This is an optimization exercise on Yosys and OpenROAD, whose aim is small area, not a production implementation.
Function was checked by simulation only, so behaviour that the tests miss may differ from the original.
Power and IR drop assume default switching activity.

==> flow/flow/run.sh <==
#!/bin/bash
# Own layout flow: the standard flow (standard synthesis unchanged),
# with smaller port buffers and a clock tree of clkbuf_8 cells without
# dummy loads. make's full output goes to flow_make.log here; ORFS keeps
# each step's log under orfs/logs/.
set -euo pipefail
CTS="-sink_clustering_enable -repair_clock_nets -dont_use_dummy_load"
CTS="$CTS -buf_list sky130_fd_sc_hd__clkbuf_4"
CTS="$CTS -sink_clustering_size 10 -sink_clustering_max_diameter 50"
bash standard.sh \
    "BUFFER_PORTS_ARGS=-buffer_cell sky130_fd_sc_hd__buf_1" \
    "CTS_ARGS=$CTS" \
    SKIP_REPAIR_TIE_FANOUT=1 \
    finish > flow_make.log 2>&1
test -f out/final.def
==> flow/standard.sh <==
#!/bin/bash
# synth_recipe.tcl (not shown) runs the flow's synth.tcl, then flattens the netlist and writes it again
# the make line also repeats each setting of config.mk as NAME=value (left out here)
make -C /OpenROAD-flow-scripts/flow DESIGN_CONFIG=/design/flow/config.mk WORK_HOME=/design/flow/orfs CLKGATE_MAP_FILE= SYNTH_SCRIPT=/design/flow/synth_recipe.tcl "${@:-finish}"
==> flow/config.mk <==
export PLATFORM = sky130hd
export DESIGN_NAME = UART_Register_Top
export DESIGN_NICKNAME = UART_Register_Top
export VERILOG_FILES = /design/flow/design.v
export SDC_FILE = /design/flow/constraint.sdc
export NUM_CORES = 4
export LEC_CHECK = 0
export CAP_MARGIN = 20
export CORE_MARGIN = 2
export CORE_UTILIZATION = 60
export SLEW_MARGIN = 20
==> flow/constraint.sdc <==
create_clock -name core_clock -period 10.0 [get_ports {PCLK}]
set_input_delay 2.0000 -clock core_clock [delete_from_list [all_inputs] [get_ports {PCLK}]]
set_output_delay 2.0000 -clock core_clock [all_outputs]
set_load 0.01 [all_outputs]
==> flow/design.v <==
module UART_Register_Top(
    input               PCLK,
    input               PRESETn,
    output              irqreq,
    input       [31:0]  PADDR,
    input               PSEL,
    input               PENABLE,
    input               PWRITE,
    input       [31:0]  PWDATA,
    output              PREADY,
    output      [31:0]  PRDATA,
    output              PSLVERR,
    input               RxD,
    output              TxD
);
assign PREADY  = 1'b1;
assign PSLVERR = 1'b0;
wire       acc    = PSEL & PENABLE;
wire       a_lo   = (PADDR[7:3] == 5'd0);
wire       wr_acc = acc & PWRITE & a_lo;
wire       tx_push = wr_acc & (PADDR[2:0] == 3'd0);
wire       cr0_wr  = wr_acc & (PADDR[2:0] == 3'd3);
wire       cr1_wr  = wr_acc & (PADDR[2:0] == 3'd4);
reg  [9:0] div;
wire       tick = div[9] & ~div[8] & ~div[7] & ~div[6] & div[5] & div[4] &
                  ~div[3] & div[0];
always @(posedge PCLK or negedge PRESETn)
    if (~PRESETn) div <= 10'd627;
    else          div <= {div[8], div[7], div[6] | tick, div[5:0],
                          div[9] ^ div[2]};
reg  [127:0] mem;
reg  [4:0]   tidx;
wire         tx_empty = tidx[4];
wire         tx_full  = (tidx == 5'd15);
wire [7:0]   head     = mem[tidx[3:0]*8 +: 8];
wire         tx_done;
wire         tx_pop   = ((cr0_wr & PWDATA[0]) | tx_done) & ~tx_empty;
wire         tx_shift = tx_push & (~tx_full | tx_pop);
wire [7:0]   tx_din   = tx_full ? mem[127:120] : PWDATA[7:0];
always @(posedge PCLK)
    if (tx_shift) mem <= {mem[119:0], tx_din};
always @(posedge PCLK or negedge PRESETn)
    if (~PRESETn)                          tidx <= 5'h1f;
    else if (tx_push & ~tx_pop & ~tx_full) tidx <= tidx + 5'd1;
    else if (tx_pop & ~tx_push)            tidx <= tidx - 5'd1;
reg  [7:0] txbuf;
always @(posedge PCLK or negedge PRESETn)
    if (~PRESETn)    txbuf <= 8'd0;
    else if (tx_pop) txbuf <= head;
reg  [3:0] ts, tc;
assign     tx_done = (ts == 4'd1);
wire       t_wait  = (ts == 4'd2) | tx_done;
wire       t_run   = ts[3] | (ts == 4'd7) | (ts == 4'd0);
always @(posedge PCLK or negedge PRESETn)
    if (~PRESETn)            begin ts <= 4'd2; tc <= 4'd0; end
    else if (t_wait)         ts <= tx_pop ? 4'd7 : 4'd2;
    else if (t_run & tick)   {ts, tc} <= {ts, tc} + 8'd1;
assign TxD = ts[3] ? txbuf[ts[2:0]] : (ts != 4'd7);
reg  [3:0] rs, rc;
wire       r_done = (rs == 4'd1);
wire       r_run  = rs[3] | (rs == 4'd7) | (rs == 4'd0);
always @(posedge PCLK or negedge PRESETn)
    if (~PRESETn)                       begin rs <= 4'd3; rc <= 4'd0; end
    else if (r_run) begin
        if (tick)                       {rs, rc} <= {rs, rc} + 8'd1;
    end
    else if (rs == 4'd4) begin
        if (~RxD)                       rs <= 4'd7;
    end
    else if ((rs != 4'd3) | tick)       rs <= rs + 4'd1;
reg        s0, s1;
reg  [7:0] rdata;
wire       rbit = s1 & (RxD | s0);
always @(posedge PCLK) begin
    if (tick & (rc == 4'd7)) s0 <= RxD;
    if (tick & (rc == 4'd8)) s1 <= RxD;
    if (tick & (rc == 4'd9) & rs[3]) rdata <= {rbit, rdata[7:1]};
end
reg  [7:0] rxbuf;
reg        stopb;
always @(posedge PCLK or negedge PRESETn)
    if (~PRESETn)    begin rxbuf <= 8'd0; stopb <= 1'b0; end
    else if (r_done) begin rxbuf <= rdata; stopb <= RxD; end
assign irqreq = r_done;
reg  [7:0] cr0;
reg  [4:0] cr1;
always @(posedge PCLK or negedge PRESETn)
    if (~PRESETn)    cr0 <= 8'd0;
    else if (cr0_wr) cr0 <= PWDATA[7:0];
always @(posedge PCLK or negedge PRESETn)
    if (~PRESETn)    cr1 <= 5'd0;
    else if (cr1_wr) cr1 <= PWDATA[4:0];
wire       st0 = (rs == 4'd2);
reg        st1, st3;
always @(posedge PCLK or negedge PRESETn)
    if (~PRESETn) begin
        st1 <= 1'b0; st3 <= 1'b0;
    end else begin
        st1 <= tx_empty;
        st3 <= r_done & ~stopb;
    end
reg  [7:0] rd8;
always @(*)
    case (PADDR[7:0])
        8'h00:   rd8 = txbuf;
        8'h01:   rd8 = rxbuf;
        8'h03:   rd8 = cr0;
        8'h04:   rd8 = {3'd0, cr1};
        8'h05:   rd8 = {4'd0, st3, st1, st1, st0};
        default: rd8 = 8'd0;
    endcase
assign PRDATA = {24'd0, rd8};
endmodule
==> metrics.md, run 1 <==
| Metric | Value |
|---|---|
| WL/cell | `21.4 um` |
| Combinational Power Share | `2.6%` |
| Mean area per synthesized cell | `16.9 um^2` |
| Worst r2r path cells | `9` |
| Final Wtd Congestion | `roughly 0.83` |
| Vias per cell | `between 6 and 7` |
| Clock Path Buffers | `3` |
| # rows | `43` |
| CP Capture Type | `output port` |
| Fin nets | `610` |
| CTS root buf | `clkbuf_4` |
| Cells after Synth | `511` |
| Share of power burned in registers | `69.4%` |
| Crit-path leading delay family | `simple AND/OR/NAND/NOR gates` |
| Post-route DRC | `0` |
| Prevailing post-synth register cell | `edfxtp_1` |
| Critical path cell sequence | `buf_1 -> nor4_2 -> nand3b_1 -> nor3_1 -> nand2_1 -> o221ai_1 -> buf_1` |
| Outcome | `complete, no violations` |
| Port buffer count | `31` |
| CTS tree | `done` |
| Peak supply drop | `between 0.09 and 0.1 mV` |
| MaxCap Viol Count | `0` |
| Sink Count | `between 200 and 250` |
| CP most frequent cell | `buf_1` |
| Worst hold path cell count | `0` |
| Synth async-reset ratio | `31.3%` |
| Post-synth EDFFs | `138` |
| Post-CTS setup buffers | `0` |
| Worst-path clk slew | `about 0.10 ns` |
| WP data arrival | `3.96 ns` |
| Yosys reg bits | `201` |
| Fraction of the yosys area taken by sequential cells | `66.4%` |
| Crit Path Category | `in -> out` |
| Setup Skew | `0.0215 ns` |
| GRT Util Overall | `20.6%` |
| Total iterations of the first detailed-routing run | `4` |
| WP buf/inv | `2` |
| Actual slew at the worst max-slew pin | `1.06 ns` |
| First-pass GRT wire length | `24100 um` |
| CP Depth | `7` |
| Vias | `between 4000 and 5000` |
| Initial antenna violation count | `1` |
| Syn nets | `around 590` |
| Internal Power | `roughly 1.0 mW` |
| Leak | `between 3 and 4 nW` |
| Synth unique cells | `58` |
| Pwr dens | `143 nW/um^2` |
| Final Cell Area | `8910 um^2` |
| Core area | `between 10000 and 15000 um^2` |
| Layout cells sized above 1 | `22.4%` |
| ANT nets after route | `0` |
| Sw Ratio | `a little over a fifth` |
| HPWL after DPL | `roughly 9600 um` |
| Syn Std Cell Area | `8650 um^2` |
| Hold Path Class | `reg -> reg` |
| Final min period | `approximately 6 ns` |
| Clock share of power | `28.0%` |
| I/O pin total | `about 110` |
| RSZ-0062 raised after global routing | `false` |
| Area of the die | `15400 um^2` |
| 1st-iter DRT viols | `437` |
| Critical path peak fanout | `8` |
| WP data required | `~8.0 ns` |
| Post-route setup TNS | `0 ns` |
| Relative slew slack | `just under 30%` |
| Syn-to-layout area delta | `3.05%` |
| Final Max Slew Viols | `0` |
| Final Cycle Share | `roughly three fifths` |
| Slowest cell on the critical path | `nor3_1` |
| Final hold vios | `0` |
| Largest net degree at the start of global routing | `85` |
| Die H | `~120 um` |
| Placed cell areas | `8730 um^2` |
| TritonCTS buffer count | `24` |
| CP max stage delay | `0.71 ns` |
| Cts repair resizes | `0` |
| Vias in the first global route | `4489` |
| Psw | `approximately 0.27 mW` |
| Synthesis Warnings | `1` |
| Worst setup SP type | `primary input` |
| # setup viols final | `0` |
| Fmax | `0.168 GHz` |
| Hold-fix buffers, CTS | `0` |
| Clk latency of the worst-skew pair | `~0.61 ns` |
| Remaining Overflow, GRT | `0` |
| Max H-tree Level | `1` |
| Die span in x | `124 um` |
| Initial Utilization | `about three fifths` |
| Routed WL | `between 15000 and 20000 um` |
==> cell families (layout without fill, tap and decap cells) <==
| kind of cell | Yosys count | count (layout) | share of synthesized area, % |
|---|---|---|---|
| and+or+nand+nor | 99 | 99 | 5.93 |
| adders and majority gates | 12 | 12 | 1.82 |
| other | 2 | 3 | 0.0869 |
| xor gates and xnor gates | 17 | 17 | 1.72 |
| muxes | 84 | 84 | 16.5 |
| AOI/OAI and AO/OA | 41 | 41 | 3.47 |
| DFF | 201 | 201 | 66.4 |
| buffers and inverters | 55 | 70 | 4.07 |
==> stage by stage <==
stage / std cells / power [mW] / util, % / worst slack (ns) / hold WS (ns)
final: 707 / 1.27 / 63.7 / 4.04 / 0.351
after global routing: 707 / 1.33 / 63.7 / 3.79 / 0.354
after CTS: 706 / 1.29 / 63.7 / 4.01 / 0.351
after detailed placement: 682 / 0.935 / 62.4 / 4.01 / 0.355
after global placement: 682 / 0.934 / 62.4 / 4.06 / 0.355
after floorplan: 511 / 0.928 / - / 2.32 / 0.348
==> state kept, by name, indices dropped and copies added, names as in the netlist, 4 cells and up <==
register and cells:
mem 128, div 10, cr0 8, rdata 8
rxbuf 8, txbuf 8, cr1 5, tidx 5
rc 4, rs 4, tc 4, ts 4
==> layout make-up <==
type,count,area (um^2)
antenna,1,2.50
clock buffer,24,180
fill,1032,5080
inverter,10,37.5
multi-input combinational,255,2570
sequential,201,5740
tap,180,225
timing repair buffer,36,155
==> power by group through the flow <==
stage / clock, mW / combinational, mW / sequential (mW)
finish: 0.357 / 0.0325 / 0.884
global route: 0.407 / 0.0370 / 0.884
CTS: 0.377 / 0.0330 / 0.884
detailed placement: 0 / 0.0328 / 0.902
global placement: 0 / 0.0324 / 0.902
floorplan: 0 / 0.0269 / 0.902
==> layer usage <==
layer  global-route usage [%]  vias to the layer above  routed length [um]
li1                         -                     1964                   -
met1                     30.3                     2207                6910
met2                     31.6                      129                6910
met3                     3.71                       31                 972
met4                     7.09                        0                 345
met5                        0                        -                   0
==> cells in the final DEF (no fill, tap or decap), types with 3 or more instances in the layout <==
master	instances
edfxtp_1	138
dfrtp_1	49
nand2_1	45
mux4_2	40
buf_1	30
mux2_2	24
clkbuf_4	24
nor2_1	15
dfstp_2	14
xnor2_1	11
ha_1	11
inv_1	9
mux2i_1	9
mux2_1	7
and3_1	6
xor2_1	6
nor3_1	5
a21o_1	5
a21oi_1	5
o21ai_0	5
buf_4	5
a32oi_1	4
a22oi_1	4
o22ai_1	4
nand3_1	3
nor2b_1	3
o22a_1	3
nor4_1	3
==> path summary, 6_finish.rpt <==
check / slack (ns) / start / to
worst max-delay path: 4.04 / PADDR[5] / PRDATA[0]
worst min-delay path: 0.35 / div[4] / div[5]
max in group asynchronous: 7.91 / PRESETn / cr1[4]
min in group asynchronous: 1.54 / PRESETn / rs[2]
worst min register to register: 0.35 / div[4] / div[5]
worst max register to register: 6.49 / tidx[2] / tidx[4]
==> cells in the mapped netlist, types with 4 or more instances <==
library cell / number / area share (%)
mux2_1: 7 / 0.91
and3_1: 6 / 0.43
buf_6: 5 / 0.65
buf_4: 28 / 2.4
nand2_1: 45 / 2.0
a21o_1: 5 / 0.43
inv_1: 9 / 0.39
mux4_2: 40 / 10
mux2_2: 24 / 3.1
ha_1: 11 / 1.6
a21oi_1: 5 / 0.29
o21ai_0: 5 / 0.29
mux2i_1: 9 / 1.0
a22oi_1: 4 / 0.35
xor2_1: 6 / 0.61
nor2_1: 15 / 0.65
dfstp_2: 14 / 4.3
xnor2_1: 11 / 1.1
a32oi_1: 4 / 0.41
clkbuf_1: 10 / 0.43
nor3_1: 5 / 0.29
edfxtp_1: 138 / 48
o22ai_1: 4 / 0.29
dfrtp_1: 49 / 14
==> worst register-to-register path, stage by stage (launching register included) <==
cell	delay [ns]
dfstp_2	1.17
and4_1	0.75
nor2_1	0.19
nand2_1	0.20
ha_1	0.30
a21o_1	0.17
a21oi_1	0.22
nand2_1	0.09
mux2i_1	0.17
xor2_1	0.17
==> run 2, diff against run 1 <==
--- a/flow/design.v
+++ b/flow/design.v
@@ -37,4 +37,6 @@
 wire         tx_pop   = ((cr0_wr & PWDATA[0]) | tx_done) & ~tx_empty;
 wire         tx_shift = tx_push & (~tx_full | tx_pop);
+wire         t_up     = tx_push & ~tx_pop & ~tx_full;
+wire         t_dn     = tx_pop & ~tx_push;
 wire [7:0]   tx_din   = tx_full ? mem[127:120] : PWDATA[7:0];
 always @(posedge PCLK)
@@ -42,6 +44,5 @@
 always @(posedge PCLK or negedge PRESETn)
     if (~PRESETn)                          tidx <= 5'h1f;
-    else if (tx_push & ~tx_pop & ~tx_full) tidx <= tidx + 5'd1;
-    else if (tx_pop & ~tx_push)            tidx <= tidx - 5'd1;
+    else                                   tidx <= tidx + {{4{t_dn}}, t_up | t_dn};
 reg  [7:0] txbuf;
 always @(posedge PCLK or negedge PRESETn)
@@ -52,21 +53,28 @@
 wire       t_wait  = (ts == 4'd2) | tx_done;
 wire       t_run   = ts[3] | (ts == 4'd7) | (ts == 4'd0);
+wire [7:0] tsc = {ts, tc} + {7'd0, t_run & tick};
 always @(posedge PCLK or negedge PRESETn)
-    if (~PRESETn)            begin ts <= 4'd2; tc <= 4'd0; end
-    else if (t_wait)         ts <= tx_pop ? 4'd7 : 4'd2;
-    else if (t_run & tick)   {ts, tc} <= {ts, tc} + 8'd1;
+    if (~PRESETn) begin
+        ts <= 4'd2; tc <= 4'd0;
+    end else begin
+        tc <= tsc[3:0];
+        ts <= t_wait ? (tx_pop ? 4'd7 : 4'd2) : tsc[7:4];
+    end
 assign TxD = ts[3] ? txbuf[ts[2:0]] : (ts != 4'd7);
 reg  [3:0] rs, rc;
 wire       r_done = (rs == 4'd1);
 wire       r_run  = rs[3] | (rs == 4'd7) | (rs == 4'd0);
+wire [7:0] rsc = {rs, rc} + {7'd0, r_run & tick};
 always @(posedge PCLK or negedge PRESETn)
-    if (~PRESETn)                       begin rs <= 4'd3; rc <= 4'd0; end
-    else if (r_run) begin
-        if (tick)                       {rs, rc} <= {rs, rc} + 8'd1;
+    if (~PRESETn) begin
+        rs <= 4'd3; rc <= 4'd0;
+    end else begin
+        rc <= rsc[3:0];
+        if (r_run)                      rs <= rsc[7:4];
+        else if (rs == 4'd4) begin
+            if (~RxD)                   rs <= 4'd7;
+        end
+        else if ((rs != 4'd3) | tick)   rs <= rs + 4'd1;
     end
-    else if (rs == 4'd4) begin
-        if (~RxD)                       rs <= 4'd7;
-    end
-    else if ((rs != 4'd3) | tick)       rs <= rs + 4'd1;
 reg        s0, s1;
 reg  [7:0] rdata;
--- a/flow/flow/run.sh
+++ b/flow/flow/run.sh
@@ -1,7 +1,8 @@
 #!/bin/bash
 # Own layout flow: the standard flow (standard synthesis unchanged),
-# with smaller port buffers and a clock tree of clkbuf_8 cells without
-# dummy loads. make's full output goes to flow_make.log here; ORFS keeps
-# each step's log under orfs/logs/.
+# with buf_1 port buffers, one tie cell per constant instead of one per
+# constant output, and a clock tree of clkbuf_4 cells (clusters of at most
+# 10 flip-flops) without dummy loads. make's full output goes to
+# flow_make.log here; ORFS keeps each step's log under orfs/logs/.
 set -euo pipefail
 CTS="-sink_clustering_enable -repair_clock_nets -dont_use_dummy_load"
==> run 2 against run 1 <==
- combinational power grew 27%
- critical endpoint is now PRDATA[6]
- critical path depth is the same
- first-iteration DRC count shrank 23%
- worst hold slack gained 0.021 ns
- largest power group unchanged
- still clean
- clock-buffer cell count is the same
- final cell count shrank 0.57%
- synthesized area is essentially flat
- clock power shrank 1%
==> metrics.md, run 2 <==
| Metric | Value |
|---|---|
| Outcome | `complete, no violations` |
| Crit Path Category | `in -> out` |
| HP Start | `div[0]` |
| Count leader, synth | `edfxtp_1` |
| Max reg flops | `128` |
| Fin nets | `608` |
| Prevailing post-synth register cell | `edfxtp_1` |
| Synth cell count leaders | `edfxtp_1 (138), dfrtp_1 (49), mux2_2 (30), mux4_2 (30), buf_4 (26)` |
| ANT nets after route | `0` |
| MaxCap Viol Count | `0` |
| Post-synth EDFFs | `138` |
| Final Max Slew Viols | `0` |
| Vias per cell | `6.16` |
| CTS tree | `done` |
| Yosys reg bits | `201` |
| Peak supply drop | `0.0930 mV` |
| Die span in x | `124 um` |
| Actual slew at the worst max-slew pin | `roughly 0.95 ns` |
| 1st-iter DRT viols | `~340` |
| Clk latency of the worst-skew pair | `0.61 ns` |
| GRT Util Overall | `slightly above 20%` |
| Cells after Synth | `between 500 and 600` |
| Commonest non-fill, non-tap cell in the layout | `edfxtp_1` |
| Vias | `4332` |
| Initial antenna violation count | `0` |
| HPWL after DPL | `9580 um` |
| Final hold vios | `0` |
| Vias in the first global route | `4442` |
| Hold Path Class | `reg -> reg` |
| Post-route DRC | `0` |
| Cts repair resizes | `0` |
| Synthesis Warnings | `1` |
| Cell taking the most area after synthesis | `edfxtp_1` |
| Post-CTS setup buffers | `0` |
| Final Wtd Congestion | `0.787` |
| Worst r2r src | `tidx[2]` |
| Layout cells sized above 1 | `22.4%` |
| Worst-path clk slew | `0.10 ns` |
| Max H-tree Level | `1` |
| Hold-fix buffers, CTS | `0` |
| Port buffer count | `31` |
| Fraction of the yosys area taken by sequential cells | `66.4%` |
| TritonCTS buffer count | `24` |
| Syn nets | `slightly below 600` |
| WL/cell | `between 20 and 25 um` |
| Initial Utilization | `61.8%` |
| Leak | `3.22 nW` |
| Total iterations of the first detailed-routing run | `4` |
| Clock Path Buffers | `3` |
| Setup Skew | `roughly 0.044 ns` |
| Inserted Diodes | `0` |
| Synth top area share | `48.0%` |
| Routed WL | `around 15000 um` |
| I/O pin total | `106` |
| Largest net degree at the start of global routing | `a little under 80` |
| Most frequent cells in the layout | `edfxtp_1 (138), dfrtp_1 (49), mux2_2 (30), mux4_2 (30), buf_1 (30)` |
| Largest Register | `mem` |
| Worst setup SP type | `primary input` |
| Remaining Overflow, GRT | `0` |
| RSZ-0062 raised after global routing | `false` |
| CTS root buf | `clkbuf_4` |
| Sink Count | `201` |
| CP Capture Type | `output port` |
| Final Cycle Share | `approximately 57%` |
| Pwr dens | `145 nW/um^2` |
| Core area | `14000 um^2` |
| Post-route setup TNS | `0 ns` |
| Syn Std Cell Area | `8640 um^2` |
| # setup viols final | `0` |
| Area of the die | `about 15000 um^2` |
| Synth unique cells | `63` |
| Critical path peak fanout | `8` |
| CP Launch Point | `PADDR[5]` |
| Die H | `124 um` |
| Final Power | `between 1 and 1.5 mW` |
| # rows | `43` |
| Relative slew slack | `36.4%` |
| Synth async-reset ratio | `31.3%` |
| Mean area per synthesized cell | `~17 um^2` |
| First-pass GRT wire length | `23900 um` |
| Top cells by area, synth | `edfxtp_1 (48%), dfrtp_1 (14%), mux4_2 (7.8%), dfstp_2 (4.3%), mux2_2 (3.9%)` |
| WP data required | `8.00 ns` |
| WP data arrival | `roughly 3.7 ns` |
| Final min period | `roughly 5.7 ns` |
| Largest regs | `mem x128, div x10` |
| Fmax | `0.177 GHz` |
| Syn-to-layout area delta | `2.48%` |
[run 2: final cells by class]
class                   count  area (um^2)
repair buffers             36          153
multi-input cells         247         2500
clock buffers              24          180
flip-flops and latches    201         5740
well taps                 180          225
inverters                  15         56.3
fillers                  1013         5130
[run 2: power breakdown]
| part | switching [mW] | internal (mW) | leakage (nW) | total (mW) |
|---|---|---|---|---|
| Combinational | 0.0247 | 0.0165 | 1.06 | 0.0413 |
| Clock | 0.242 | 0.111 | 0.110 | 0.352 |
| Sequential | 0.00331 | 0.883 | 2.05 | 0.887 |
[run 2: stage by stage]
stage / hold WS, ns / util [%] / instances / setup slack (ns) / area (um^2)
5_1_grt: 0.382 / 63.3 / 703 / 4.10 / 8860
3_5_place_dp: 0.359 / 62.0 / 678 / 4.29 / 8670
4_1_cts: 0.378 / 63.3 / 702 / 4.33 / 8850
6_report: 0.373 / 63.3 / 703 / 4.34 / 8860
2_1_floorplan: 0.351 / - / 513 / 1.08 / 8640
3_3_place_gp: 0.360 / 62.0 / 678 / 4.35 / 8670
[run 2: worst max-delay path, cell delays in order]
cell and delay (ns):
buf_1 0.08, nor4_2 0.33, nand2b_1 0.28, nor4b_1 0.56
a22oi_1 0.13, nand2_1 0.12, buf_1 0.15
[run 2: cell families (layout without fill, tap and decap cells)]
| logic type | after synthesis | count (layout) | synth area share, % |
|---|---|---|---|
| adder cells (fa/ha/maj) | 13 | 13 | 1.97 |
| AND/OR/NAND/NOR | 84 | 84 | 5.56 |
| other | 2 | 2 | 0.0869 |
| flip-flops | 201 | 201 | 66.4 |
| XOR/XNOR | 11 | 11 | 1.11 |
| AO/OA/AOI/OAI | 60 | 60 | 5.14 |
| multiplexers | 77 | 77 | 15.0 |
| buffers and inverters | 65 | 75 | 4.72 |
[run 2: final timing paths]
kind	end	slack, ns	cells past startpoint
max in group asynchronous	rc[2]	7.86	2
worst min-delay path	div[1]	0.37	0
min in group asynchronous	tc[2]	1.54	2
worst min register to register	div[1]	0.37	0
worst max-delay path	PRDATA[6]	4.34	7
worst max register to register	tidx[4]	6.82	10
[run 2: per-layer routing]
layer  track usage (%)  wire (um)  up-vias
li1                  -          -     1970
met1              30.3       6890     2234
met2              32.1       7090      108
met3              3.80        825       20
met4              6.04        311        0
met5                 0          0        -
==> run 3, diff against run 2 <==
--- a/flow/design.v
+++ b/flow/design.v
@@ -22,4 +22,5 @@
 wire       cr0_wr  = wr_acc & (PADDR[2:0] == 3'd3);
 wire       cr1_wr  = wr_acc & (PADDR[2:0] == 3'd4);
+wire       rxb_rd  = acc & ~PWRITE & a_lo & (PADDR[2:0] == 3'd1);
 reg  [9:0] div;
 wire       tick = div[9] & ~div[8] & ~div[7] & ~div[6] & div[5] & div[4] &
@@ -99,12 +100,21 @@
     if (~PRESETn)    cr1 <= 5'd0;
     else if (cr1_wr) cr1 <= PWDATA[4:0];
+reg  [4:0] rcnt;
+wire       rx_full  =  rcnt[4] & ~rcnt[2] &  rcnt[0];
+wire       rx_empty = ~rcnt[3] &  rcnt[1] & ~rcnt[0];
 wire       st0 = (rs == 4'd2);
-reg        st1, st3;
+reg        st1, st3, st4;
+wire       rx_wr = st0 & cr0[1];
+always @(posedge PCLK or negedge PRESETn)
+    if (~PRESETn)                           rcnt <= 5'd2;
+    else if (rx_wr & ~rxb_rd & ~rx_full)    rcnt <= {rcnt[3:0], rcnt[4] ^ rcnt[0]};
+    else if (rxb_rd & ~rx_wr & ~rx_empty)   rcnt <= {rcnt[0] ^ rcnt[1], rcnt[4:1]};
 always @(posedge PCLK or negedge PRESETn)
     if (~PRESETn) begin
-        st1 <= 1'b0; st3 <= 1'b0;
+        st1 <= 1'b0; st3 <= 1'b0; st4 <= 1'b0;
     end else begin
         st1 <= tx_empty;
         st3 <= r_done & ~stopb;
+        st4 <= rx_full & cr0_wr & PWDATA[1];
     end
 reg  [7:0] rd8;
@@ -115,5 +125,5 @@
         8'h03:   rd8 = cr0;
         8'h04:   rd8 = {3'd0, cr1};
-        8'h05:   rd8 = {4'd0, st3, st1, st1, st0};
+        8'h05:   rd8 = {3'd0, st4, st3, st1, st1, st0};
         default: rd8 = 8'd0;
     endcase
==> run 3 against run 2 <==
- clock skew up 0.076 ns
- worst hold slack worse by 0.012 ns
- synthesized area up 2.5%
- power up 3.4%
- utilization up 0.31 points
- worst setup slack better by 0.045 ns
- clock-buffer cell count up 1
- combinational power up 4.8%
- still clean
- routed wire length up 4.0%
==> metrics.md, run 3 <==
| Metric | Value |
|---|---|
| # fillers | `1050` |
| Final Wtd Congestion | `0.749` |
| Final Cell Area | `9210 um^2` |
| Syn nets | `637` |
| # rows | `44` |
| Cell taking the most area after synthesis | `edfxtp_1` |
| WL/cell | `roughly 21 um` |
| Synth async-reset ratio | `between 30% and 40%` |
| CP Capture Type | `output port` |
| Syn Std Cell Area | `8860 um^2` |
| Synthesis Warnings | `1` |
| Largest regs | `mem x128, div x10` |
| Internal Power | `about 1.0 mW` |
| Post-Route Utilization | `63.6%` |
| Sink Count | `207` |
| Largest Register | `mem` |
| WP data required | `roughly 8.0 ns` |
| Share of power burned in registers | `68.8%` |
| Hold-fix buffers, CTS | `0` |
| Worst r2r src | `tidx[2]` |
| Most frequent cells in the layout | `edfxtp_1 (138), dfrtp_1 (54), mux2_2 (38), mux4_2 (34), buf_1 (30)` |
| Crit Path Category | `in -> out` |
| Post-route DRC | `0` |
| Sw Ratio | `21.5%` |
| Worst hold path cell count | `0` |
| Vias | `approximately 4600` |
| Outcome | `complete, no violations` |
| R2r setup slk | `6.48 ns` |
| Final hold vios | `0` |
| Area of the die | `15800 um^2` |
| Die span in x | `~130 um` |
| Initial antenna violation count | `1` |
| Final Cycle Share | `56.1%` |
| 1st-iter DRT viols | `between 400 and 500` |
| WP data arrival | `about 3.6 ns` |
| Yosys reg bits | `207` |
| TritonCTS buffer count | `25` |
| CP Launch Point | `PADDR[5]` |
| Psw | `0.285 mW` |
| Top cells by area, synth | `edfxtp_1 (47%), dfrtp_1 (15%), mux4_2 (8.6%), mux2_2 (4.8%), dfstp_2 (4.4%)` |
| Final Max Slew Viols | `0` |
| Vias in the first global route | `4598` |
| Fmax | `0.178 GHz` |
| Worst setup SP type | `primary input` |
| Final min period | `between 5 and 6 ns` |
| Fraction of the yosys area taken by sequential cells | `66.5%` |
| Syn-to-layout area delta | `4.00%` |
| Pwr dens | `about 140 nW/um^2` |
| First-pass GRT wire length | `between 20000 and 30000 um` |
| Max H-tree Level | `1` |
| Critical path peak fanout | `6` |
| Worst-path clk slew | `0.10 ns` |
| Worst hold endpoint | `div[1]` |
| Remaining Overflow, GRT | `0` |
| Cts repair resizes | `0` |
| Worst r2r path cells | `5` |
| MaxCap Viol Count | `0` |
| Routed WL | `15700 um` |
| I/O pin total | `106` |
| Post-CTS setup buffers | `0` |
| Initial Utilization | `61.2%` |
| Mean area per synthesized cell | `16.0 um^2` |
| GRT Util Overall | `roughly 20%` |
| Peak supply drop | `0.123 mV` |
| Critical R2R Capture | `mem[23]` |
| Layout cells sized above 1 | `23.0%` |
| Setup Skew | `0.120 ns` |
| Clk latency of the worst-skew pair | `0.68 ns` |
| Post-synth EDFFs | `138` |
| Combinational Power Share | `3.3%` |
| Clock share of power | `between 20 and 30%` |
| Post-route setup TNS | `0 ns` |
| Inst Count DP | `between 700 and 800` |
| Synth top area share | `46.8%` |
| Commonest non-fill, non-tap cell in the layout | `edfxtp_1` |
| Leak | `between 3 and 4 nW` |
| Synth cell count leaders | `edfxtp_1 (138), dfrtp_1 (54), mux2_2 (38), mux4_2 (34), nor2_1 (28)` |
| Max reg flops | `128` |
| Synth unique cells | `53` |
| HPWL after DPL | `9750 um` |
| Placed cell areas | `8980 um^2` |
| PnR worst setup slack | `4.39 ns` |
| Hold_ws | `around 0.36 ns` |
| Total iterations of the first detailed-routing run | `5` |
| Multi-input logic area | `2650 um^2` |
| Relative slew slack | `between 30% and 40%` |
| Seq. cell area | `5890 um^2` |
| Final Power | `1.32 mW` |
| CTS tree | `done` |
| Fin nets | `655` |
| Clock Path Buffers | `3` |
| Finished Layout Cells | `around 760` |
| Die H | `126 um` |
| CTS root buf | `clkbuf_4` |
| HP Start | `div[0]` |
| Count leader, synth | `edfxtp_1` |
| ANT nets after route | `0` |
| Pre-CTS setup slack | `between 3 and 4 ns` |
| Largest net degree at the start of global routing | `90` |
| Vias per cell | `a little over 6` |
| # setup viols final | `0` |
| RSZ-0062 raised after global routing | `false` |
| Hold Path Class | `reg -> reg` |
| Actual slew at the worst max-slew pin | `~0.95 ns` |
| Prevailing post-synth register cell | `edfxtp_1` |
| Core area | `14500 um^2` |
| Port buffer count | `31` |
| Cells after Synth | `554` |
[run 3: cell types whose count changed in the layout (fill, tap and decap cells not counted), sizes merged, moves of 5 or more]
| cell | previous run | this run |
|---|---|---|
| mux2 | 30 | 38 |
| dfrtp | 49 | 54 |
| a21oi | 8 | 17 |
| o21ai | 6 | 11 |
| a22oi | 11 | 19 |
| o211ai | 5 | 0 |
| nor2 | 21 | 28 |
[run 3: cell families after synthesis]
family                     count (synthesis)  share of synthesized area (%)
DFF                                      207                           66.5
and+or+nand+nor                           98                           5.81
muxes                                     86                           15.1
AOI/OAI and AO/OA                         75                           5.69
buffers and inverters                     61                           3.76
adders and majority gates                 13                           1.92
xor gates and xnor gates                  12                           1.19
other                                      2                         0.0848
[run 3: final cells by class]
| class | instances | share of cell area, % |
|---|---|---|
| multi-input combinational | 286 | 28.8 |
| timing repair buffer | 38 | 2.12 |
| inverter | 14 | 0.570 |
| antenna | 1 | 0.0272 |
| clock buffer | 25 | 2.04 |
| sequential | 207 | 63.9 |
| tap | 184 | 2.50 |
[run 3: how the worst max path moves through the flow]
stage | slack (ns) | to | depth (start not counted)
2_1_floorplan | 0.68 | mem[0] | 6
6_report | 4.39 | PRDATA[5] | 7
5_1_grt | 4.28 | PRDATA[5] | 7
4_1_cts | 4.39 | PRDATA[7] | 7
3_5_place_dp | 3.83 | mem[37] | 8
3_3_place_gp | 3.98 | mem[13] | 8
[run 3: metal layers]
| metal | vias up | GRT usage, % | routed length (um) |
|---|---|---|---|
| met5 | - | 0 | 0 |
| met4 | 0 | 4.64 | 201 |
| met3 | 23 | 3.72 | 945 |
| met2 | 137 | 30.0 | 7150 |
| met1 | 2346 | 32.5 | 7430 |
| li1 | 2129 | - | - |
[run 3: worst max-delay path, stage by stage]
cell	delay [ns]
buf_1	0.07
or4_4	0.56
or2_2	0.36
nor2_1	0.27
nand2_1	0.09
o21ai_0	0.09
buf_1	0.18
[run 3: power by group through the flow]
stage / combinational, mW / clock [mW] / sequential (mW)
5_1_grt: 0.0483 / 0.421 / 0.911
6_report: 0.0433 / 0.370 / 0.910
2_1_floorplan: 0.0359 / 0 / 0.927
3_5_place_dp: 0.0442 / 0 / 0.929
3_3_place_gp: 0.0438 / 0 / 0.929
4_1_cts: 0.0443 / 0.387 / 0.910
==> run 4, diff against run 3 <==
--- a/flow/design.v
+++ b/flow/design.v
@@ -65,16 +65,14 @@
 reg  [3:0] rs, rc;
 wire       r_done = (rs == 4'd1);
+wire       r_ad   = (rs == 4'd2);
 wire       r_run  = rs[3] | (rs == 4'd7) | (rs == 4'd0);
-wire [7:0] rsc = {rs, rc} + {7'd0, r_run & tick};
+wire [4:0] rcn    = {1'b0, rc} + {4'd0, r_run & tick};
+wire       r_step = rcn[4] | r_done | ((rs == 4'd5) & tick) | ((rs == 4'd6) & ~RxD);
 always @(posedge PCLK or negedge PRESETn)
     if (~PRESETn) begin
-        rs <= 4'd3; rc <= 4'd0;
+        rs <= 4'd5; rc <= 4'd0;
     end else begin
-        rc <= rsc[3:0];
-        if (r_run)                      rs <= rsc[7:4];
-        else if (rs == 4'd4) begin
-            if (~RxD)                   rs <= 4'd7;
-        end
-        else if ((rs != 4'd3) | tick)   rs <= rs + 4'd1;
+        rc <= rcn[3:0];
+        rs <= rs + {2'd0, r_ad, r_ad | r_step};
     end
 reg        s0, s1;
@@ -103,5 +101,5 @@
 wire       rx_full  =  rcnt[4] & ~rcnt[2] &  rcnt[0];
 wire       rx_empty = ~rcnt[3] &  rcnt[1] & ~rcnt[0];
-wire       st0 = (rs == 4'd2);
+wire       st0 = r_ad;
 reg        st1, st3, st4;
 wire       rx_wr = st0 & cr0[1];
==> run 4 against run 3 <==
- combinational power grew 4%
- worst hold slack improved by 0.011 ns
- maximum frequency is 4.0% lower
- synthesized cell count shrank 2.7%
==> metrics.md, run 4 <==
| Metric | Value |
|---|---|
| Outcome | `complete, no violations` |
| Cell taking the most area after synthesis | `edfxtp_1` |
| Mean area per synthesized cell | `16.3 um^2` |
| Hold-fix buffers, CTS | `0` |
| MaxCap Viol Count | `0` |
| Sw Ratio | `21.3%` |
| Die span in x | `roughly 130 um` |
| Post-Route Utilization | `63.1%` |
| # fillers | `1060` |
| GRT Util Overall | `between 20% and 30%` |
| Final Cycle Share | `between 50 and 60%` |
| Max reg flops | `128` |
| Post-route DRC | `0` |
| Clk latency of the worst-skew pair | `0.63 ns` |
| Max H-tree Level | `1` |
| Die H | `125 um` |
| Syn Std Cell Area | `about 9000 um^2` |
| Synth unique cells | `59` |
| Largest net degree at the start of global routing | `68` |
| Count leader, synth | `edfxtp_1` |
| Post-synth EDFFs | `between 100 and 150` |
| Final Wtd Congestion | `around 0.83` |
| Internal Power | `1.04 mW` |
| Yosys reg bits | `207` |
| First-pass GRT wire length | `about 26000 um` |
| WP data required | `8.00 ns` |
| Syn-to-layout area delta | `3.37%` |
| RSZ-0062 raised after global routing | `false` |
| Post-CTS setup buffers | `0` |
| Port buffer count | `31` |
| WL/cell | `around 21 um` |
| Leak | `3.33 nW` |
| Vias per cell | `6.34` |
| Synth cell count leaders | `edfxtp_1 (138), dfrtp_1 (54), mux4_2 (34), mux2_2 (30), buf_4 (26)` |
| 1st-iter DRT viols | `437` |
| Relative slew slack | `33.8%` |
| CP max stage delay | `0.86 ns` |
| HPWL after DPL | `10000 um` |
| Clock share of power | `roughly 28%` |
| Fmax | `0.171 GHz` |
| Critical path peak fanout | `5` |
| Initial antenna violation count | `1` |
| Fin nets | `637` |
| Synth async-reset ratio | `33.3%` |
| Cts repair resizes | `0` |
| CTS root buf | `clkbuf_4` |
| Sink Count | `just over 200` |
| Syn nets | `between 600 and 700` |
| Initial Utilization | `between 60% and 70%` |
| Vias | `4680` |
| Final hold vios | `0` |
| ANT nets after route | `0` |
| I/O pin total | `106` |
| CTS tree | `done` |
| Actual slew at the worst max-slew pin | `0.980 ns` |
| Setup Skew | `about 0.063 ns` |
| Most frequent cells in the layout | `edfxtp_1 (138), dfrtp_1 (54), mux4_2 (34), mux2_2 (30), buf_1 (30)` |
| Critical path cell sequence | `buf_1 -> nor4_1 -> nand2b_1 -> nor4b_1 -> a21o_1 -> buf_1` |
| Hold Path Class | `reg -> reg` |
| Remaining Overflow, GRT | `0` |
| Vias in the first global route | `around 4700` |
| Largest regs | `mem x128, div x10` |
| Worst setup SP type | `primary input` |
| Cells after Synth | `539` |
| Psw | `~0.28 mW` |
| Share of power burned in registers | `68.9%` |
| Slowest cell on the critical path | `nor4b_1` |
| Synth top area share | `47.1%` |
| Top cells by area, synth | `edfxtp_1 (47%), dfrtp_1 (15%), mux4_2 (8.7%), dfstp_2 (4.5%), mux2_2 (3.8%)` |
| Synthesis Warnings | `1` |
| Worst-path clk slew | `0.10 ns` |
| # rows | `44` |
| Fraction of the yosys area taken by sequential cells | `between 60 and 70%` |
| Multi-input logic area | `2580 um^2` |
| # setup viols final | `0` |
| WP data arrival | `3.85 ns` |
| Core area | `14400 um^2` |
| Final Power | `1.32 mW` |
| Crit Path Category | `in -> out` |
| Total iterations of the first detailed-routing run | `4` |
| Peak supply drop | `0.101 mV` |
| Largest Register | `mem` |
| Combinational Power Share | `about 3.4%` |
| Final Max Slew Viols | `0` |
| CP most frequent cell | `buf_1` |
| Clock Path Buffers | `3` |
| Prevailing post-synth register cell | `edfxtp_1` |
| Final min period | `~5.8 ns` |
| Post-route setup TNS | `0 ns` |
| Pwr dens | `around 150 nW/um^2` |
| Routed WL | `roughly 16000 um` |
| Area of the die | `~16000 um^2` |
| Seq. cell area | `5890 um^2` |
| CP Capture Type | `output port` |
| Commonest non-fill, non-tap cell in the layout | `edfxtp_1` |
| Layout cells sized above 1 | `a little over a fifth` |
| TritonCTS buffer count | `25` |
==> run 4: logic make-up after synthesis <==
group	share of synthesized area, %
flip-flops	66.9
other	0.0853
buffers and inverters	3.95
AO/OA/AOI/OAI	6.77
adder cells (fa/ha/maj)	1.88
XOR/XNOR	1.19
AND/OR/NAND/NOR	5.67
multiplexers	13.6
==> run 4: path summary, 6_finish.rpt <==
| kind | startpoint | to | slack [ns] | cells after the start |
|---|---|---|---|---|
| hold / removal | div[0] | div[1] | 0.37 | 0 |
| hold reg to reg | div[0] | div[1] | 0.37 | 0 |
| min in group asynchronous | PRESETn | rcnt[0] | 1.23 | 1 |
| max in group asynchronous | PRESETn | txbuf[2] | 7.74 | 2 |
| setup / recovery | PADDR[3] | PRDATA[0] | 4.15 | 6 |
| setup reg to reg | ts[0] | mem[26] | 6.60 | 6 |
==> run 4: metrics by stage <==
step	setup WS [ns]	hold slack, ns	instances	cell area, um^2
2_1_floorplan	0.166	0.351	539	8800
3_3_place_gp	4.16	0.358	712	8900
3_5_place_dp	4.06	0.359	712	8900
4_1_cts	4.15	0.376	737	9090
5_1_grt	3.97	0.383	738	9100
6_report	4.15	0.372	738	9100
==> run 4: worst max-delay path: cells and delay by family <==
family,cells,cell delay [ns]
AND/OR/NAND/NOR,3,1.37
AO/OA/AOI/OAI,1,0.24
buffers and inverters,2,0.23
==> run 4: cell type report <==
cell class,count,share of cell area (%)
well taps,184,2.53
clock buffers,25,2.06
repair buffers,37,1.79
diodes,1,0.0275
flip-flops and latches,207,64.7
multi-input cells,272,28.4
inverters,12,0.495
==> run 4: power groups by stage <==
stage,clock [mW],sequential [mW],combinational (mW)
5_1_grt,0.410,0.913,0.0505
3_5_place_dp,0,0.930,0.0459
4_1_cts,0.381,0.912,0.0461
2_1_floorplan,0,0.928,0.0369
6_report,0.366,0.912,0.0451
3_3_place_gp,0,0.930,0.0451
==> run 4: layer usage <==
metal  vias to the layer above  wire length [um]  global-route usage [%]
li1                       2091                 -                       -
met1                      2414              7240                    32.1
met2                       142              7350                    31.4
met3                        33               762                    3.77
met4                         0               441                    6.14
met5                         -                 0                       0
==> run 5, diff against run 4 <==
--- a/flow/design.v
+++ b/flow/design.v
@@ -52,13 +52,13 @@
 reg  [3:0] ts, tc;
 assign     tx_done = (ts == 4'd1);
-wire       t_wait  = (ts == 4'd2) | tx_done;
+wire       t_wait  = (ts == 4'd6) | tx_done;
 wire       t_run   = ts[3] | (ts == 4'd7) | (ts == 4'd0);
 wire [7:0] tsc = {ts, tc} + {7'd0, t_run & tick};
 always @(posedge PCLK or negedge PRESETn)
     if (~PRESETn) begin
-        ts <= 4'd2; tc <= 4'd0;
+        ts <= 4'd6; tc <= 4'd0;
     end else begin
         tc <= tsc[3:0];
-        ts <= t_wait ? (tx_pop ? 4'd7 : 4'd2) : tsc[7:4];
+        ts <= t_wait ? {3'b011, tx_pop} : tsc[7:4];
     end
 assign TxD = ts[3] ? txbuf[ts[2:0]] : (ts != 4'd7);
==> run 5 against run 4 <==
- still clean
- sequential share of layout area fell by 0.15 points
- worst hold slack improved by 0.0018 ns
- clock power fell by 1%
- die area rose by 0.25%
- global-route usage fell by 0.091 points
- final cell count rose by 0.81%
- via count fell by 2.2%
- synthesized area rose by 0.26%
- largest cell class unchanged
==> metrics.md, run 5 <==
| Metric | Value |
|---|---|
| Worst setup SP type | `primary input` |
| Synth async-reset ratio | `33.3%` |
| Max reg flops | `128` |
| Cell taking the most area after synthesis | `edfxtp_1` |
| Final hold vios | `0` |
| Synth unique cells | `between 50 and 60` |
| I/O pin total | `106` |
| Syn Std Cell Area | `8830 um^2` |
| Post-route DRC | `0` |
| # rows | `44` |
| Actual slew at the worst max-slew pin | `roughly 0.95 ns` |
| Leak | `3.35 nW` |
| PnR worst setup slack | `4.43 ns` |
| 1st-iter DRT viols | `383` |
| Critical path peak fanout | `14` |
| Remaining Overflow, GRT | `0` |
| Cells after Synth | `544` |
| WL/cell | `21.2 um` |
| Placed cell areas | `8940 um^2` |
| Most frequent cells in the layout | `edfxtp_1 (138), dfrtp_1 (53), mux2_2 (37), mux4_2 (34), buf_1 (30)` |
| Commonest non-fill, non-tap cell in the layout | `edfxtp_1` |
| Largest regs | `mem x128, div x10` |
| MaxCap Viol Count | `0` |
| Initial antenna violation count | `1` |
| Finished Layout Cells | `~740` |
| Core area | `14500 um^2` |
| WP data arrival | `approximately 3.6 ns` |
| Total iterations of the first detailed-routing run | `4` |
| Hold Path Class | `reg -> reg` |
| Area of the die | `between 15000 and 20000 um^2` |
| ANT nets after route | `0` |
| Fin nets | `643` |
| Final min period | `approximately 5.6 ns` |
| Setup Skew | `0.0207 ns` |
| Post-synth EDFFs | `~140` |
| Relative slew slack | `approximately 36%` |
| Worst-path clk slew | `about 0.090 ns` |
| Final Power | `1.61 mW` |
| WP data required | `approximately 8.0 ns` |
| Hold-fix buffers, CTS | `0` |
| Vias | `4576` |
| Synthesis Warnings | `1` |
| Outcome | `complete, no violations` |
| GRT Util Overall | `20.8%` |
| CTS tree | `done` |
| Peak supply drop | `0.109 mV` |
| Syn-to-layout area delta | `3.37%` |
| Final Max Slew Viols | `0` |
| Post-route setup TNS | `0 ns` |
| Cts repair resizes | `0` |
| Die span in x | `~130 um` |
| CTS root buf | `clkbuf_4` |
| Pre-CTS setup slack | `4.27 ns` |
| Prevailing post-synth register cell | `edfxtp_1` |
| Layout cells sized above 1 | `22.9%` |
| # setup viols final | `0` |
| Largest net degree at the start of global routing | `70` |
| CP Capture Type | `output port` |
| Die H | `125 um` |
| Sink Count | `slightly above 200` |
| Synth cell count leaders | `edfxtp_1 (138), dfrtp_1 (53), mux2_2 (37), mux4_2 (34)` |
| Vias in the first global route | `4694` |
| Port buffer count | `31` |
| TritonCTS buffer count | `24` |
| Count leader, synth | `edfxtp_1` |
| Post-CTS setup buffers | `0` |
| HPWL after DPL | `9950 um` |
| Vias per cell | `6.15` |
| Yosys reg bits | `approximately 210` |
| Fraction of the yosys area taken by sequential cells | `around two thirds` |
| Synth top area share | `47.0%` |
| Crit Path Category | `in -> out` |
| First-pass GRT wire length | `25600 um` |
| Final Cycle Share | `55.7%` |
| Max H-tree Level | `1` |
| Clk latency of the worst-skew pair | `0.63 ns` |
| Largest Register | `mem` |
| Mean area per synthesized cell | `16.2 um^2` |
| Top cells by area, synth | `edfxtp_1 (47%), dfrtp_1 (15%), mux4_2 (8.7%), dfstp_2 (4.8%), mux2_2 (4.7%)` |
| Inst Count DP | `between 700 and 800` |
| Syn nets | `626` |
| Clock Path Buffers | `3` |
| RSZ-0062 raised after global routing | `false` |
| Final Cell Area | `9120 um^2` |
| Pwr dens | `176 nW/um^2` |
| Fmax | `between 0.15 and 0.2 GHz` |
| Initial Utilization | `61.0%` |
| Routed WL | `15800 um` |
| Final Wtd Congestion | `0.798` |
[run 5: changes by cell type after synthesis, moves of 4 or more]
cell,previous run,this run
a21oi_1,21,13
a21o_1,16,8
nor3_1,4,8
nand2_1,13,28
mux2_2,30,37
nor2_1,20,16
[run 5: final timing paths]
kind / start / to / slack [ns] / depth (start not counted)
min in group asynchronous: PRESETn / cr1[3] / 1.54 / 2
hold / removal: div[5] / div[6] / 0.37 / 0
hold reg to reg: div[5] / div[6] / 0.37 / 0
setup reg to reg: tidx[2] / mem[95] / 6.63 / 5
setup / recovery: PADDR[0] / PRDATA[5] / 4.43 / 6
max in group asynchronous: PRESETn / rc[3] / 7.87 / 2
[run 5: cell type report]
| cell class | count | area [um^2] |
|---|---|---|
| Antenna cell | 1 | 2.50 |
| Clock buffer | 24 | 180 |
| Fill cell | 1034 | 5360 |
| Inverter | 14 | 52.6 |
| Multi-Input combinational cell | 276 | 2600 |
| Sequential cell | 207 | 5890 |
| Tap cell | 184 | 230 |
| Timing Repair Buffer | 38 | 170 |
[run 5: per-stage QoR]
stage / hold slack, ns / utilization, %
2_1_floorplan: 0.351 / -
3_3_place_gp: 0.357 / 61.8
3_5_place_dp: 0.354 / 61.8
4_1_cts: 0.377 / 63.0
5_1_grt: 0.384 / 63.0
6_report: 0.374 / 63.0
[run 5: metal layers]
metal	global-route usage, %	routed length (um)	up-vias	share of wire, %
met4	5.29	299	0	1.9
met3	3.38	719	22	4.6
met5	0	0	-	0
li1	-	-	2085	-
met2	31.7	7380	117	47
met1	32.1	7350	2352	47
[run 5: kinds of logic after synthesis]
family	after synthesis	share of synthesized area, %
flip-flops	207	66.7
adder cells (fa/ha/maj)	12	1.87
buffers and inverters	61	3.96
XOR/XNOR	12	1.19
multiplexers	80	14.4
AND/OR/NAND/NOR	100	6.14
other	2	0.0851
AO/OA/AOI/OAI	70	5.60
[run 5: where the power goes]
part           switching [mW]  total [mW]  internal, mW
clock                   0.252       0.362         0.110
sequential             0.0460       0.977         0.931
combinational           0.131       0.266         0.135
[run 5: critical path, stage by stage]
cell and delay [ns]:
buf_1 0.59, nor4b_1 0.38, and2_1 0.26, nand2_1 0.06, o21ai_0 0.09, buf_1 0.18
==> run 6, diff against run 5 <==
--- a/flow/design.v
+++ b/flow/design.v
@@ -22,5 +22,4 @@
 wire       cr0_wr  = wr_acc & (PADDR[2:0] == 3'd3);
 wire       cr1_wr  = wr_acc & (PADDR[2:0] == 3'd4);
-wire       rxb_rd  = acc & ~PWRITE & a_lo & (PADDR[2:0] == 3'd1);
 reg  [9:0] div;
 wire       tick = div[9] & ~div[8] & ~div[7] & ~div[6] & div[5] & div[4] &
@@ -52,13 +51,13 @@
 reg  [3:0] ts, tc;
 assign     tx_done = (ts == 4'd1);
-wire       t_wait  = (ts == 4'd6) | tx_done;
+wire       t_wait  = (ts == 4'd2) | tx_done;
 wire       t_run   = ts[3] | (ts == 4'd7) | (ts == 4'd0);
 wire [7:0] tsc = {ts, tc} + {7'd0, t_run & tick};
 always @(posedge PCLK or negedge PRESETn)
     if (~PRESETn) begin
-        ts <= 4'd6; tc <= 4'd0;
+        ts <= 4'd2; tc <= 4'd0;
     end else begin
         tc <= tsc[3:0];
-        ts <= t_wait ? {3'b011, tx_pop} : tsc[7:4];
+        ts <= t_wait ? (tx_pop ? 4'd7 : 4'd2) : tsc[7:4];
     end
 assign TxD = ts[3] ? txbuf[ts[2:0]] : (ts != 4'd7);
@@ -98,21 +97,12 @@
     if (~PRESETn)    cr1 <= 5'd0;
     else if (cr1_wr) cr1 <= PWDATA[4:0];
-reg  [4:0] rcnt;
-wire       rx_full  =  rcnt[4] & ~rcnt[2] &  rcnt[0];
-wire       rx_empty = ~rcnt[3] &  rcnt[1] & ~rcnt[0];
 wire       st0 = r_ad;
-reg        st1, st3, st4;
-wire       rx_wr = st0 & cr0[1];
-always @(posedge PCLK or negedge PRESETn)
-    if (~PRESETn)                           rcnt <= 5'd2;
-    else if (rx_wr & ~rxb_rd & ~rx_full)    rcnt <= {rcnt[3:0], rcnt[4] ^ rcnt[0]};
-    else if (rxb_rd & ~rx_wr & ~rx_empty)   rcnt <= {rcnt[0] ^ rcnt[1], rcnt[4:1]};
+reg        st1, st3;
 always @(posedge PCLK or negedge PRESETn)
     if (~PRESETn) begin
-        st1 <= 1'b0; st3 <= 1'b0; st4 <= 1'b0;
+        st1 <= 1'b0; st3 <= 1'b0;
     end else begin
         st1 <= tx_empty;
         st3 <= r_done & ~stopb;
-        st4 <= rx_full & cr0_wr & PWDATA[1];
     end
 reg  [7:0] rd8;
@@ -123,5 +113,5 @@
         8'h03:   rd8 = cr0;
         8'h04:   rd8 = {3'd0, cr1};
-        8'h05:   rd8 = {3'd0, st4, st3, st1, st1, st0};
+        8'h05:   rd8 = {4'd0, st3, st1, st1, st0};
         default: rd8 = 8'd0;
     endcase
--- a/flow/flow/run.sh
+++ b/flow/flow/run.sh
@@ -13,4 +13,5 @@
     "CTS_ARGS=$CTS" \
     SKIP_REPAIR_TIE_FANOUT=1 \
+    RECOVER_POWER=100 \
     finish > flow_make.log 2>&1
 test -f out/final.def
==> run 6 against run 5 <==
- largest cell class unchanged
- die area decreased by 3.8%
- register-to-register slack got worse by 3.0 ns
- global-route usage about the same
- maximum frequency decreased by 17%
- non-clock buffer count decreased by 2
- largest power group unchanged
- sequential power decreased by 9.3%
- sequential share of layout area increased by 1.2 points
- highest routed layer unchanged
- via count decreased by 6.6%
- final area decreased by 4.4%
- worst hold slack got worse by 0.00090 ns
- power decreased by 19%
- combinational power decreased by 84%
- now fails the layout checks on max-capacitance violations, max-slew violations
==> metrics.md, run 6 <==
| Metric | Value |
|---|---|
| Inst Count DP | `674` |
| Outcome | `failed layout checks` |
| Initial antenna violation count | `0` |
| Post-route setup TNS | `0 ns` |
| Cells after Synth | `507` |
| PnR worst setup slack | `3.30 ns` |
| Largest regs | `mem x128, div x10` |
| CP Capture Type | `flop` |
| Area of the die | `between 15000 and 20000 um^2` |
| R2r setup slk | `3.62 ns` |
| Worst setup SP type | `primary input` |
| Synth top area share | `approximately half` |
| Mean area per synthesized cell | `16.7 um^2` |
| Commonest non-fill, non-tap cell in the layout | `edfxtp_1` |
| Final hold vios | `0` |
| Final Cell Area | `8730 um^2` |
| Syn-to-layout area delta | `2.95%` |
| Crit Path Category | `in -> reg` |
| Final Max Slew Viols | `between 150 and 200` |
| # setup viols final | `0` |
| SO Faults | `max-capacitance violations, max-slew violations` |
| Worst r2r src | `tidx[2]` |
| Fin nets | `603` |
| Post-synth EDFFs | `138` |
| WL/cell | `21.3 um` |
| Count leader, synth | `edfxtp_1` |
| Share of power burned in registers | `68.6%` |
| Synth unique cells | `52` |
| Vias in the first global route | `4264` |
| WP data arrival | `6.94 ns` |
| # rows | `43` |
| Top cells by area, synth | `edfxtp_1 (49%), dfrtp_1 (14%), mux4_2 (9.0%), mux2_2 (5.4%), dfstp_2 (4.3%)` |
| Worst hold endpoint | `div[1]` |
| Internal Power | `1.01 mW` |
| Prevailing post-synth register cell | `edfxtp_1` |
| Pre-CTS setup slack | `4.27 ns` |
| Leak | `around 3.2 nW` |
| RSZ-0062 raised after global routing | `false` |
| I/O pin total | `106` |
| Slowest cell on the critical path | `clkbuf_1` |
| Post-route DRC | `0` |
| Vias | `4272` |
| Yosys reg bits | `201` |
| Placed cell areas | `roughly 8600 um^2` |
| Hold-fix buffers, CTS | `0` |
| Sink Count | `201` |
| Die span in x | `123 um` |
| Clock share of power | `28.1%` |
| ANT nets after route | `0` |
| Post-CTS setup buffers | `0` |
| CTS root buf | `clkbuf_4` |
| Synth cell count leaders | `edfxtp_1 (138), dfrtp_1 (49), mux2_2 (41), mux4_2 (34), buf_4 (29)` |
| Die H | `123 um` |
| WP buf/inv | `3` |
| Core area | `roughly 14000 um^2` |
| 1st-iter DRT viols | `363` |
| Largest Register | `mem` |
| Final Cycle Share | `67.0%` |
| # fillers | `980` |
| Fraction of the yosys area taken by sequential cells | `67.7%` |
| Crit-path leading delay family | `buffers and inverters` |
| Critical path cell sequence | `buf_1 -> nor4_1 -> nand3b_2 -> or4_4 -> a31oi_4 -> clkbuf_1 -> buf_4` |
| CTS tree | `done` |
| Combinational Power Share | `between 3 and 4%` |
| Multi-input logic area | `2400 um^2` |
| Port buffer count | `31` |
| Actual slew at the worst max-slew pin | `3.55 ns` |
| Syn Std Cell Area | `8480 um^2` |
| Clk latency of the worst-skew pair | `0.64 ns` |
| Pwr dens | `148 nW/um^2` |
| Hold_ws | `~0.37 ns` |
| Synthesis Warnings | `1` |
| GRT Util Overall | `between 20% and 30%` |
| Hold Path Class | `reg -> reg` |
| Finished Layout Cells | `approximately 700` |
| MaxCap Viol Count | `3` |
| Final min period | `around 6.7 ns` |
| Most frequent cells in the layout | `edfxtp_1 (138), dfrtp_1 (49), mux2_2 (41), mux4_2 (34), buf_1 (28)` |
| Inserted Diodes | `0` |
| Remaining Overflow, GRT | `0` |
| Critical path peak fanout | `67` |
| Worst r2r path cells | `6` |
| Seq. cell area | `between 5000 and 6000 um^2` |
| Cell taking the most area after synthesis | `edfxtp_1` |
| Largest net degree at the start of global routing | `68` |
| Cts repair resizes | `0` |
| Initial Utilization | `61.3%` |
| Sw Ratio | `21.5%` |
| Routed WL | `14900 um` |
| Syn nets | `589` |
| Max H-tree Level | `1` |
| Worst-path clk slew | `0.11 ns` |
| Max reg flops | `128` |
| CP max stage delay | `2.52 ns` |
| Setup Skew | `0.0526 ns` |
| WP data required | `10.24 ns` |
| HP Start | `div[0]` |
| HPWL after DPL | `9320 um` |
| Fmax | `between 0.1 and 0.15 GHz` |
| First-pass GRT wire length | `23700 um` |
| Synth async-reset ratio | `31.3%` |
| Peak supply drop | `between 0.08 and 0.09 mV` |
| Vias per cell | `6.11` |
| Worst hold path cell count | `0` |
| Final Wtd Congestion | `0.766` |
| Total iterations of the first detailed-routing run | `4` |
| Psw | `0.278 mW` |
| TritonCTS buffer count | `25` |
| Relative slew slack | `-137%` |
| Clock Path Buffers | `3` |
| Critical R2R Capture | `mem[38]` |
| Layout cells sized above 1 | `between 20 and 25%` |
## run 6: how the worst max path moves through the flow
stage / start / endpoint / slack, ns / cells after the start
after floorplan: PADDR[5] / mem[0] / 2.73 / 4
after global placement: PADDR[5] / PRDATA[5] / 4.30 / 7
after detailed placement: PADDR[5] / PRDATA[6] / 4.27 / 7
after CTS: PADDR[5] / PRDATA[6] / 4.26 / 7
after global routing: PADDR[5] / mem[121] / 2.83 / 7
final: PADDR[5] / mem[38] / 3.30 / 7
## run 6: worst reg2reg max path, cell delays in order, from the launching register on
cell,delay [ns]
dfstp_1,0.96
nand4_1,0.35
or2_0,0.78
inv_1,0.20
a31oi_4,0.22
clkbuf_1,2.52
buf_4,0.97
## run 6: metal layers
| metal | part of all wire, % | up-vias | global-route usage [%] |
|---|---|---|---|
| met5 | 0 | - | 0 |
| met4 | 1.9 | 0 | 5.03 |
| met3 | 5.1 | 22 | 3.58 |
| met2 | 46 | 97 | 31.0 |
| met1 | 47 | 2216 | 32.6 |
| li1 | - | 1937 | - |
## run 6: cells by family (layout without fill, tap and decap cells)
family / Yosys count / in the layout / share of synthesized area, %
xor+xnor: 12 / 12 / 1.24
compound gates: 50 / 50 / 4.15
fa+ha+maj: 12 / 12 / 1.95
buf+inv: 58 / 70 / 3.93
other cells: 2 / 2 / 0.0886
mux: 79 / 79 / 15.0
simple gates: 93 / 93 / 5.99
flops: 201 / 201 / 67.7
## run 6: final cells by class
cell class              instances  share of cell area (%)
well taps                     180                    2.58
clock buffers                  25                    2.15
flip-flops and latches        201                    65.8
multi-input cells             248                    27.5
inverters                       9                   0.387
repair buffers                 36                    1.65
## run 6: per-stage QoR
| stage | total power [mW] | util [%] |
|---|---|---|
| after floorplan | 0.940 | - |
| after global placement | 0.948 | 62.0 |
| after detailed placement | 0.949 | 62.0 |
| after CTS | 1.31 | 63.4 |
| after global routing | 1.35 | 63.1 |
| final | 1.29 | 63.1 |
## run 6: power groups by stage
stage                     Sequential [mW]  Combinational (mW)  Clock [mW]
after floorplan                     0.903              0.0372           0
after global placement              0.904              0.0441           0
after detailed placement            0.904              0.0450           0
after CTS                           0.886              0.0451       0.381
after global routing                0.887              0.0485       0.415
final                               0.886              0.0434       0.363
==> run 7, diff against run 6 <==
--- a/flow/flow/run.sh
+++ b/flow/flow/run.sh
@@ -13,5 +13,4 @@
     "CTS_ARGS=$CTS" \
     SKIP_REPAIR_TIE_FANOUT=1 \
-    RECOVER_POWER=100 \
     finish > flow_make.log 2>&1
 test -f out/final.def
==> run 7 against run 6 <==
- the run now finishes clean
- via count rose by 0.51%
- worst hold slack about the same
- utilization is 0.27 points higher
- clock power is essentially flat
- critical path depth stayed put
- first-iteration DRC count rose by 9.6%
- register-to-register slack improved by 3.0 ns
- synthesized cell count unchanged
- highest routed layer unchanged
==> metrics.md, run 7 <==
| Metric | Value |
|---|---|
| First-pass GRT wire length | `23700 um` |
| Final Power | `1.30 mW` |
| Vias | `4294` |
| Final min period | `5.75 ns` |
| Largest net degree at the start of global routing | `between 60 and 70` |
| RSZ-0062 raised after global routing | `false` |
| Final Wtd Congestion | `0.766` |
| Layout cells sized above 1 | `25.2%` |
| Syn Std Cell Area | `8480 um^2` |
| Die H | `roughly 120 um` |
| Remaining Overflow, GRT | `0` |
| Mean area per synthesized cell | `16.7 um^2` |
| Max H-tree Level | `1` |
| Synth unique cells | `52` |
| Total iterations of the first detailed-routing run | `4` |
| Cells after Synth | `slightly above 500` |
| Worst-path clk slew | `around 0.11 ns` |
| WP data required | `around 8 ns` |
| Commonest non-fill, non-tap cell in the layout | `edfxtp_1` |
| TritonCTS buffer count | `25` |
| CTS root buf | `clkbuf_4` |
| Clk latency of the worst-skew pair | `between 0.6 and 0.7 ns` |
| Final hold vios | `0` |
| Routed WL | `14900 um` |
| Initial antenna violation count | `0` |
| Final Cycle Share | `57.5%` |
| Syn-to-layout area delta | `3.40%` |
| Post-route setup TNS | `0 ns` |
| Leak | `between 3 and 4 nW` |
| Vias per cell | `around 6.1` |
| HP Start | `div[0]` |
| Final Max Slew Viols | `0` |
| Pwr dens | `148 nW/um^2` |
| Hold-fix buffers, CTS | `0` |
| Actual slew at the worst max-slew pin | `1.01 ns` |
| Most frequent cells in the layout | `edfxtp_1 (138), dfrtp_1 (49), mux2_2 (41), mux4_2 (34), buf_1 (30)` |
| Max reg flops | `128` |
| Relative slew slack | `31.9%` |
| Fmax | `0.174 GHz` |
| Sink Count | `201` |
| Critical path peak fanout | `8` |
| Cell taking the most area after synthesis | `edfxtp_1` |
| Crit Path Category | `in -> out` |
| Worst r2r src | `tidx[2]` |
| Placed cell areas | `8570 um^2` |
| Syn nets | `589` |
| CP Capture Type | `output port` |
| Synthesis Warnings | `1` |
| 1st-iter DRT viols | `398` |
| Multi-input logic area | `2420 um^2` |
| CTS tree | `done` |
| # setup viols final | `0` |
| Post-synth EDFFs | `around 140` |
| WP data arrival | `3.75 ns` |
| Die span in x | `123 um` |
| Largest Register | `mem` |
| Inserted Diodes | `0` |
| Yosys reg bits | `around 200` |
| Initial Utilization | `61.3%` |
| Cts repair resizes | `0` |
| WL/cell | `21.3 um` |
| Fin nets | `603` |
| Peak supply drop | `a little over 0.08 mV` |
| Worst setup SP type | `primary input` |
| Hold Path Class | `reg -> reg` |
| Vias in the first global route | `roughly 4300` |
| Core area | `13800 um^2` |
| Synth async-reset ratio | `31.3%` |
| ANT nets after route | `0` |
| I/O pin total | `~110` |
| Final Cell Area | `just under 9000 um^2` |
| Top cells by area, synth | `edfxtp_1 (49%), dfrtp_1 (14%), mux4_2 (9.0%), mux2_2 (5.4%), dfstp_2 (4.3%)` |
| Port buffer count | `31` |
| Setup Skew | `0.0528 ns` |
| Fraction of the yosys area taken by sequential cells | `67.7%` |
| # fillers | `970` |
| Post-CTS setup buffers | `0` |
| Clock Path Buffers | `3` |
| Hold_ws | `0.373 ns` |
| GRT Util Overall | `20.9%` |
| Synth top area share | `between 40% and 50%` |
| Area of the die | `around 15000 um^2` |
| HPWL after DPL | `9320 um` |
| Post-route DRC | `0` |
| MaxCap Viol Count | `0` |
| Largest regs | `mem x128, div x10` |
| Prevailing post-synth register cell | `edfxtp_1` |
| Synth cell count leaders | `edfxtp_1 (138), dfrtp_1 (49), mux2_2 (41), mux4_2 (34), buf_4 (29)` |
| # rows | `43` |
| Count leader, synth | `edfxtp_1` |
| Seq. cell area | `5740 um^2` |
| CP Launch Point | `PADDR[5]` |
| Outcome | `complete, no violations` |
run 7: cell counts after synthesis:
Identical to the previous run, type by type.
run 7: power breakdown:
| group | internal, mW | switching [mW] | total (mW) |
|---|---|---|---|
| logic | 0.0166 | 0.0275 | 0.0441 |
| clock network | 0.115 | 0.250 | 0.365 |
| registers | 0.884 | 0.00276 | 0.887 |
| total | 1.02 | 0.280 | 1.30 |
run 7: routing by layer:
metal  share of wire [%]  track usage (%)
met1                  47             32.6
met5                   0                0
met4                 1.8             5.03
met3                 4.3             3.58
met2                  46             31.0
run 7: cell type report:
class / instances / area share [%]
timing repair buffer: 36 / 1.77
multi-input combinational: 248 / 27.7
clock buffer: 25 / 2.14
tap: 180 / 2.57
inverter: 9 / 0.385
sequential: 201 / 65.5
run 7: path summary, 6_finish.rpt:
check | depth (start not counted) | endpoint | slack (ns)
setup / recovery | 7 | PRDATA[5] | 4.25
hold / removal | 0 | div[1] | 0.37
setup reg to reg | 6 | mem[38] | 6.61
hold reg to reg | 0 | div[1] | 0.37
max in group asynchronous | 2 | cr0[2] | 7.90
min in group asynchronous | 2 | ts[3] | 1.54
run 7: metrics by stage:
| stage | setup slack, ns | cells | utilization [%] |
|---|---|---|---|
| 2_1_floorplan | 2.73 | 507 | - |
| 3_3_place_gp | 4.30 | 674 | 62.0 |
| 3_5_place_dp | 4.27 | 674 | 62.0 |
| 4_1_cts | 4.26 | 699 | 63.4 |
| 5_1_grt | 3.99 | 699 | 63.4 |
| 6_report | 4.25 | 699 | 63.4 |
run 7: critical path, cell delays in order:
cell      delay (ns)
buf_1           0.09
nor4_4          0.34
nand2b_1        0.28
nor4b_1         0.57
a22oi_1         0.19
nand2_1         0.12
buf_1           0.15
run 7: kinds of logic after synthesis:
group           count (synthesis)  share of synthesized area [%]
buf+inv                        58                           3.93
mux                            79                           15.0
fa+ha+maj                      12                           1.95
xor+xnor                       12                           1.24
flops                         201                           67.7
compound gates                 50                           4.15
other cells                     2                         0.0886
simple gates                   93                           5.99

re-timing with driven ports:
In the flow no input, the clock included, has a driving cell. The finished layouts below were timed again as built, in two steps. Step 1, drivers: a clkbuf_16 drives PCLK and a buf_2 each remaining input, both assumed. Step 2, shift: input delay + t, output delay - t, t = (earliest + latest rising clock arrival at the registers) / 2. This alone moves slack from input paths to output paths. a / b / c = no drivers / after step 1 / after step 2; a / b = the first two.
run	t, ns	setup WS [ns]
run 1	0.639	4.036 / 4.014 / 4.014
run 2	0.625	4.345 / 4.324 / 4.324
run 3	0.658	4.389 / 4.367 / 4.367
run 4	0.641	4.153 / 4.133 / 4.112
run 5	0.653	4.425 / 4.398 / 4.234
run 6	0.645	3.297 / 3.310 / 2.664
run 7	0.649	4.245 / 4.223 / 4.223
